Source: an optimization exercise on an open RTL-to-GDS flow (aim: small area and few clock cycles). Production flows keep margins and buffers that such runs may drop.
Only simulation tests tie the RTL to the original design; equivalence was not proved.
Power is estimated from default activity; no workload was simulated.

==> 09-20: inputs <==
==> flow/design.v <==
`timescale 1ns/1ps
module sync_fifo #(
  parameter integer                 DATA_WIDTH = 8,
  parameter integer                 DEPTH = 8,
  parameter bit                     FALL_THROUGH = 1'b0,
  parameter bit                     ZERO_IF_EMPTY = 1'b0,
  parameter bit                     EN_DATA_COUNT = 1'b0,
  parameter bit                     EN_FULL_PORT = 1'b0,
  parameter bit                     EN_EMPTY_PORT = 1'b0,
  parameter integer                 ADDR_WIDTH = $clog2(DEPTH+1)
) (
  input  logic                      clk,
  input  logic                      reset,
  input  logic                      flush,
  input  logic [DATA_WIDTH-1:0]     wdata,
  input  logic                      wvalid,
  output logic                      wready,
  output logic [DATA_WIDTH-1:0]     rdata,
  output logic                      rvalid,
  input  logic                      rready,
  output logic [ADDR_WIDTH-1:0]     data_count,
  output logic                      empty,
  output logic                      full
);
  if (DEPTH == 0) begin : g_degenerate
    assign data_count = '0;
    assign rvalid = wvalid;
    assign wready = rready;
    assign rdata  = wdata;
    assign full   = '0;
    assign empty  = '0;
  end : g_degenerate
  else begin : g_fifo
    localparam integer PTR_WIDTH = (DEPTH == 1) ? 2 : $clog2(DEPTH) + 1;
    localparam integer ROLL_OVER = DEPTH - 1;
    logic                             i_full;
    logic                             i_empty;
    logic                             incr_wptr;
    logic                             incr_rptr;
    logic [PTR_WIDTH-1:0]             wptr;
    logic [PTR_WIDTH-1:0]             rptr;
    logic [PTR_WIDTH-1:0]             next_wptr;
    logic [PTR_WIDTH-1:0]             next_rptr;
    logic [DATA_WIDTH-1:0]            i_rdata;
    logic [DATA_WIDTH-1:0]            mem_rdata;
    assign incr_rptr = rvalid & rready;
    assign incr_wptr = wvalid & wready;
    assign wready = ~i_full;
    assign full   = EN_FULL_PORT ? i_full : 1'b0;
    if (FALL_THROUGH) begin : g_ft
      logic ft_empty;
      assign i_rdata  = (i_empty & wvalid) ? wdata : mem_rdata;
      assign ft_empty = i_empty & ~wvalid;
      assign empty = EN_EMPTY_PORT ? ft_empty : 0;
      assign rvalid   = ~ft_empty;
    end : g_ft
    else begin : g_normal
      assign i_rdata = mem_rdata;
      assign empty = EN_EMPTY_PORT ? i_empty : 1'b0;
      assign rvalid  = ~i_empty;
    end : g_normal
    if (ZERO_IF_EMPTY) begin : g_o_zeros
      assign rdata = empty ? '0 : i_rdata;
    end : g_o_zeros
    else begin : g_normal_o
      assign rdata = i_rdata;
    end : g_normal_o
    if (EN_DATA_COUNT) begin : g_data_count_port
      always_comb begin : comb_data_count
        if (i_full) begin
          data_count = ADDR_WIDTH'(DEPTH);
        end
        else if (wptr[PTR_WIDTH-1] == rptr[PTR_WIDTH-1]) begin
          data_count = ADDR_WIDTH'(wptr[PTR_WIDTH-2:0]) - ADDR_WIDTH'(rptr[PTR_WIDTH-2:0]);
        end
        else begin
          data_count = ADDR_WIDTH'(DEPTH) + ADDR_WIDTH'(wptr[PTR_WIDTH-2:0]) - ADDR_WIDTH'(rptr[PTR_WIDTH-2:0]);
        end
      end : comb_data_count
    end : g_data_count_port
    else begin : g_dummy_data_count_port
      assign data_count = '0;
    end :g_dummy_data_count_port
    always_comb begin : comb_rptr
      next_rptr = rptr;
      if (incr_rptr) begin
        if (rptr[PTR_WIDTH-2:0] == ROLL_OVER[PTR_WIDTH-2:0]) begin
          next_rptr = {~rptr[PTR_WIDTH-1], {(PTR_WIDTH-1){1'b0}}};
        end
        else begin
          next_rptr = rptr + 1'b1;
        end
      end
    end : comb_rptr
    always_comb begin : comb_wptr
      next_wptr = wptr;
      if (incr_wptr) begin
        if (wptr[PTR_WIDTH-2:0] == ROLL_OVER[PTR_WIDTH-2:0]) begin
          next_wptr = {~wptr[PTR_WIDTH-1], {(PTR_WIDTH-1){1'b0}}};
        end
        else begin
          next_wptr = wptr + 1'b1;
        end
      end
    end : comb_wptr
    always_ff @(posedge clk or posedge reset) begin : ff_rptr
      if (reset) begin
        rptr <= '0;
      end
      else if (flush) begin
        rptr <= '0;
      end
      else if (incr_rptr) begin
        rptr <= next_rptr;
      end
    end : ff_rptr
    always_ff @(posedge clk or posedge reset) begin : ff_wptr
      if (reset) begin
        wptr <= '0;
      end
      else if (flush) begin
        wptr <= '0;
      end
      else if (incr_wptr) begin
        wptr <= next_wptr;
      end
    end : ff_wptr
    assign i_full = (wptr == {~rptr[PTR_WIDTH-1], rptr[PTR_WIDTH-2:0]});
    assign i_empty = (wptr == rptr);
    if (DEPTH == 1) begin : g_1_depth_buffer
      logic [DATA_WIDTH-1:0] mem;
      assign mem_rdata = mem;
      always_ff @(posedge clk or posedge reset) begin : ff_mem
        if (reset) begin
          mem <= '0;
        end
        else if (incr_wptr) begin
          mem <= wdata;
        end
      end : ff_mem
    end : g_1_depth_buffer
    else begin : g_depth_mem
      logic [DATA_WIDTH-1:0] mem [DEPTH];
      assign mem_rdata = mem[rptr[PTR_WIDTH-2:0]];
      always_ff @(posedge clk) begin : ff_mem
        if (incr_wptr) begin
          mem[wptr[PTR_WIDTH-2:0]] <= wdata;
        end
      end : ff_mem
    end : g_depth_mem
  end : g_fifo
endmodule
`timescale 1ns/1ps
module axi4_lite_adapter #(
  parameter integer                     AXI_ID_WIDTH = 1,
  parameter integer                     AXI_ADDR_WIDTH = 12,
  parameter integer                     AXI_DATA_WIDTH = 32,
  parameter integer                     AXI_BYTE_COUNT = AXI_DATA_WIDTH / 8
) (
  input  logic                          aclk,
  input  logic                          aresetn,
  input  logic [AXI_ID_WIDTH-1:0]       awid,
  input  logic [AXI_ADDR_WIDTH-1:0]     awaddr,
  /*verilator lint_off UNUSED*/
  input  logic [2:0]                    awprot,
  /*verilator lint_on UNUSED*/
  input  logic                          awvalid,
  output logic                          awready,
  input  logic [AXI_DATA_WIDTH-1:0]     wdata,
  input  logic [AXI_BYTE_COUNT-1:0]     wstrb,
  input  logic                          wvalid,
  output logic                          wready,
  output logic [AXI_ID_WIDTH-1:0]       bid,
  output logic [1:0]                    bresp,
  output logic                          bvalid,
  input  logic                          bready,
  input  logic [AXI_ID_WIDTH-1:0]       arid,
  input  logic [AXI_ADDR_WIDTH-1:0]     araddr,
  /*verilator lint_off UNUSED*/
  input  logic [2:0]                    arprot,
  /*verilator lint_on UNUSED*/
  input  logic                          arvalid,
  output logic                          arready,
  output logic [AXI_ID_WIDTH-1:0]       rid,
  output logic [AXI_DATA_WIDTH-1:0]     rdata,
  output logic [1:0]                    rresp,
  output logic                          rvalid,
  input  logic                          rready,
  output logic [AXI_ADDR_WIDTH-1:0]     rif_waddr,
  input  logic                          rif_wvalid,
  output logic                          rif_wr_req,
  output logic [AXI_BYTE_COUNT-1:0]     rif_wstrb,
  output logic [AXI_DATA_WIDTH-1:0]     rif_wdata,
  output logic [AXI_ADDR_WIDTH-1:0]     rif_raddr,
  input  logic                          rif_rvalid,
  output logic                          rif_rd_req,
  input  logic [AXI_DATA_WIDTH-1:0]     rif_rdata
);
  logic                         b_free;
  logic                         b_err;
  logic [AXI_ID_WIDTH-1:0]      b_id;
  assign b_free     = ~bvalid | bready;
  assign rif_wr_req = awvalid & wvalid & b_free;
  assign awready    = rif_wr_req;
  assign wready     = rif_wr_req;
  assign rif_waddr  = awaddr;
  assign rif_wdata  = wdata;
  assign rif_wstrb  = wstrb;
  always_ff @(posedge aclk or negedge aresetn) begin
    if (!aresetn) bvalid <= 1'b0;
    else          bvalid <= rif_wr_req | ~b_free;
  end
  always_ff @(posedge aclk) begin
    if (b_free) begin
      b_id  <= awid;
      b_err <= ~rif_wvalid;
    end
  end
  assign bid   = b_id;
  assign bresp = {b_err, 1'b0};
  logic [AXI_ADDR_WIDTH-1:0]    r_addr;
  logic [AXI_ID_WIDTH-1:0]      r_id;
  assign arready = ~rvalid | rready;
  always_ff @(posedge aclk or negedge aresetn) begin
    if (!aresetn) rvalid <= 1'b0;
    else          rvalid <= arvalid | ~arready;
  end
  always_ff @(posedge aclk) begin
    if (arready) begin
      r_addr <= araddr;
      r_id   <= arid;
    end
  end
  assign rif_rd_req = rvalid & rready;
  assign rif_raddr  = r_addr;
  assign rid        = r_id;
  assign rdata      = rif_rdata;
  assign rresp      = {rif_rd_req & ~rif_rvalid, 1'b0};
endmodule
==> flow/flow/run.sh <==
#!/bin/bash
# Standard ORFS layout (the standard.sh), with two changes:
#  - port buffers use the smallest buffer cell (buf_1) instead of the resizer's default pick;
#  - the clock tree uses small clock buffers (clkbuf_4) without dummy loads.
# All make output goes to flow.log in the work folder; ORFS's per-step logs are under orfs/logs.
set -euo pipefail
bash standard.sh \
  "BUFFER_PORTS_ARGS=-buffer_cell sky130_fd_sc_hd__buf_1" \
  "CTS_ARGS=-root_buf sky130_fd_sc_hd__clkbuf_4 -buf_list sky130_fd_sc_hd__clkbuf_4 -sink_clustering_enable -sink_clustering_size 30 -sink_clustering_max_diameter 200 -dont_use_dummy_load -repair_clock_nets" \
  finish > flow.log 2>&1
==> flow/standard.sh <==
#!/bin/bash
# synth_recipe.tcl (not shown) runs the flow's synth.tcl, then flattens the netlist and writes it again
# the make line also repeats each setting of config.mk as NAME=value (left out here)
make -C /OpenROAD-flow-scripts/flow DESIGN_CONFIG=/design/flow/config.mk WORK_HOME=/design/flow/orfs CLKGATE_MAP_FILE= SYNTH_SCRIPT=/design/flow/synth_recipe.tcl "${@:-finish}"
==> flow/config.mk <==
export PLATFORM = sky130hd
export DESIGN_NAME = axi4_lite_adapter
export DESIGN_NICKNAME = axi4_lite_adapter
export VERILOG_FILES = /design/flow/design.v
export SDC_FILE = /design/flow/constraint.sdc
export NUM_CORES = 4
export LEC_CHECK = 0
export CAP_MARGIN = 20
export CORE_AREA = 2 2 78 78
export DIE_AREA = 0 0 80 80
export SLEW_MARGIN = 20
==> flow/constraint.sdc <==
create_clock -name core_clock -period 3.3 [get_ports {aclk}]
set_input_delay 0.6600 -clock core_clock [delete_from_list [all_inputs] [get_ports {aclk}]]
set_output_delay 0.6600 -clock core_clock [all_outputs]
set_load 0.01 [all_outputs]
==> 07-05 (differences from 09-20) <==
==> flow/run.sh (new file) <==
#!/bin/bash
# synth_recipe.tcl (not shown) runs the flow's synth.tcl, then flattens the netlist and writes it again
# the make line also repeats each setting of config.mk as NAME=value (left out here)
make -C /OpenROAD-flow-scripts/flow DESIGN_CONFIG=/design/flow/config.mk WORK_HOME=/design/flow/orfs CLKGATE_MAP_FILE= SYNTH_SCRIPT=/design/flow/synth_recipe.tcl finish
CORE_AREA = default   (was 2 2 78 78)
CORE_MARGIN = 2   (was default)
CORE_UTILIZATION = 40   (was default)
DIE_AREA = default   (was 0 0 80 80)
removed: flow/flow/run.sh
removed: flow/standard.sh
==> 09-09 (differences from 09-20) <==
==> flow/run.sh (new file) <==
#!/bin/bash
# synth_recipe.tcl (not shown) runs the flow's synth.tcl, then flattens the netlist and writes it again
# the make line also repeats each setting of config.mk as NAME=value (left out here)
make -C /OpenROAD-flow-scripts/flow DESIGN_CONFIG=/design/flow/config.mk WORK_HOME=/design/flow/orfs CLKGATE_MAP_FILE= SYNTH_SCRIPT=/design/flow/synth_recipe.tcl finish
removed: flow/flow/run.sh
removed: flow/standard.sh
==> run summary <==
Sequential power is about the same in 09-09 and 09-20.
Against 09-09, the final cell count of 09-20 is smaller by 0.67%.
Against 09-09, the sequential share of layout area of 09-20 is higher by 16 points.
Of 09-20 and 09-09, 09-09 has the higher core utilization (gap 5.5 points).
Die area is the same in 09-20 and 09-09.
Against 09-09, the routed wire length of 09-20 is smaller by about 12%.
In non-clock buffer count, 09-20 and 09-09 do not differ.
Against 09-20, the clock power of 09-09 is larger by 50%.
07-05 died in I/O pin placement on PPL-0024. 09-09 completed without violations. 09-20 went through all stages and came out clean.
==> figures <==
| item | 09-09 | 09-20 | 07-05 |
|---|---|---|---|
| Inserted Diodes | 0 | 0 | - |
| Sequential logic power | 0.000257 W | 0.000256 W | - |
| Number of flip-flops in the largest register | 12 | 12 | - |
| Origin of the critical flop-to-flop path | rvalid$_DFF_PN0_ | rvalid$_DFF_PN0_ | - |
| Net count reported at finish | 188 | 188 | - |
| Largest net degree at the start of global routing | 15 | 16 | - |
| Outcome | no timing/DRC/antenna violations | no timing/DRC/antenna violations | aborted with a tool error |
| Last stage reached | - | - | I/O pin placement |
| H-tree depth | 1 | 1 | - |
| Row cnt | 27 | 27 | 19 |
| Share of total power in the clock network | 0.291 | 0.238 | - |
| Overall die area | 6400 um^2 | 6400 um^2 | - |
| Setup TNS Final | 0 ns | 0 ns | - |
| Clock group power | 0.000141 W | 0.0000938 W | - |
| Post-Place Cells | 146 | 146 | - |
| Flip-flop and latch share of the layout cell area | 0.435 | 0.592 | - |
| Highest Signal Layer | met4 | met4 | - |
| Number of violations reported at the end of detailed-routing iteration 0 | 6 | 5 | - |
Testbench counts of 09-20, summed over its fixed seeds: cycles 8,424.
Testbench counts of 07-05, summed over its fixed seeds: cycles 8,424.
Testbench counts of 09-09, summed over its fixed seeds: cycles 8,424.

## afterwards: timing with drivers on the ports
The flow's constraints put no driver on any port. The routed layouts listed below were extracted and timed again, unchanged, in two steps.
Step 1 sets driving cells, clkbuf_16 on the clock port and buf_2 on the other inputs (assumed; they add their load-dependent delay and slew).
Step 2 adds t to the input delays and takes it off the output delays; t is the mean of the earliest and latest rising clock arrival at the registers after step 1. Input paths then give back, and output paths get back, about the clock's delay inside the block.
Slacks: no drivers / after step 1 / after step 2; pairs: no drivers / after step 1.
| run | t, ns | setup slack, ns | worst slew at a driven data input, ns |
|---|---|---|---|
| 09-20 | 0.295 | 1.343 / 1.318 / 1.318 | 0.09 |
| 09-09 | 0.266 | 0.537 / 0.503 / 0.503 | 0.09 |
After both steps setup and hold are still met in every run listed. For 09-09, which loses most, drivers alone change the setup slack by -0.034 ns; drivers and shift together by -0.034 ns.
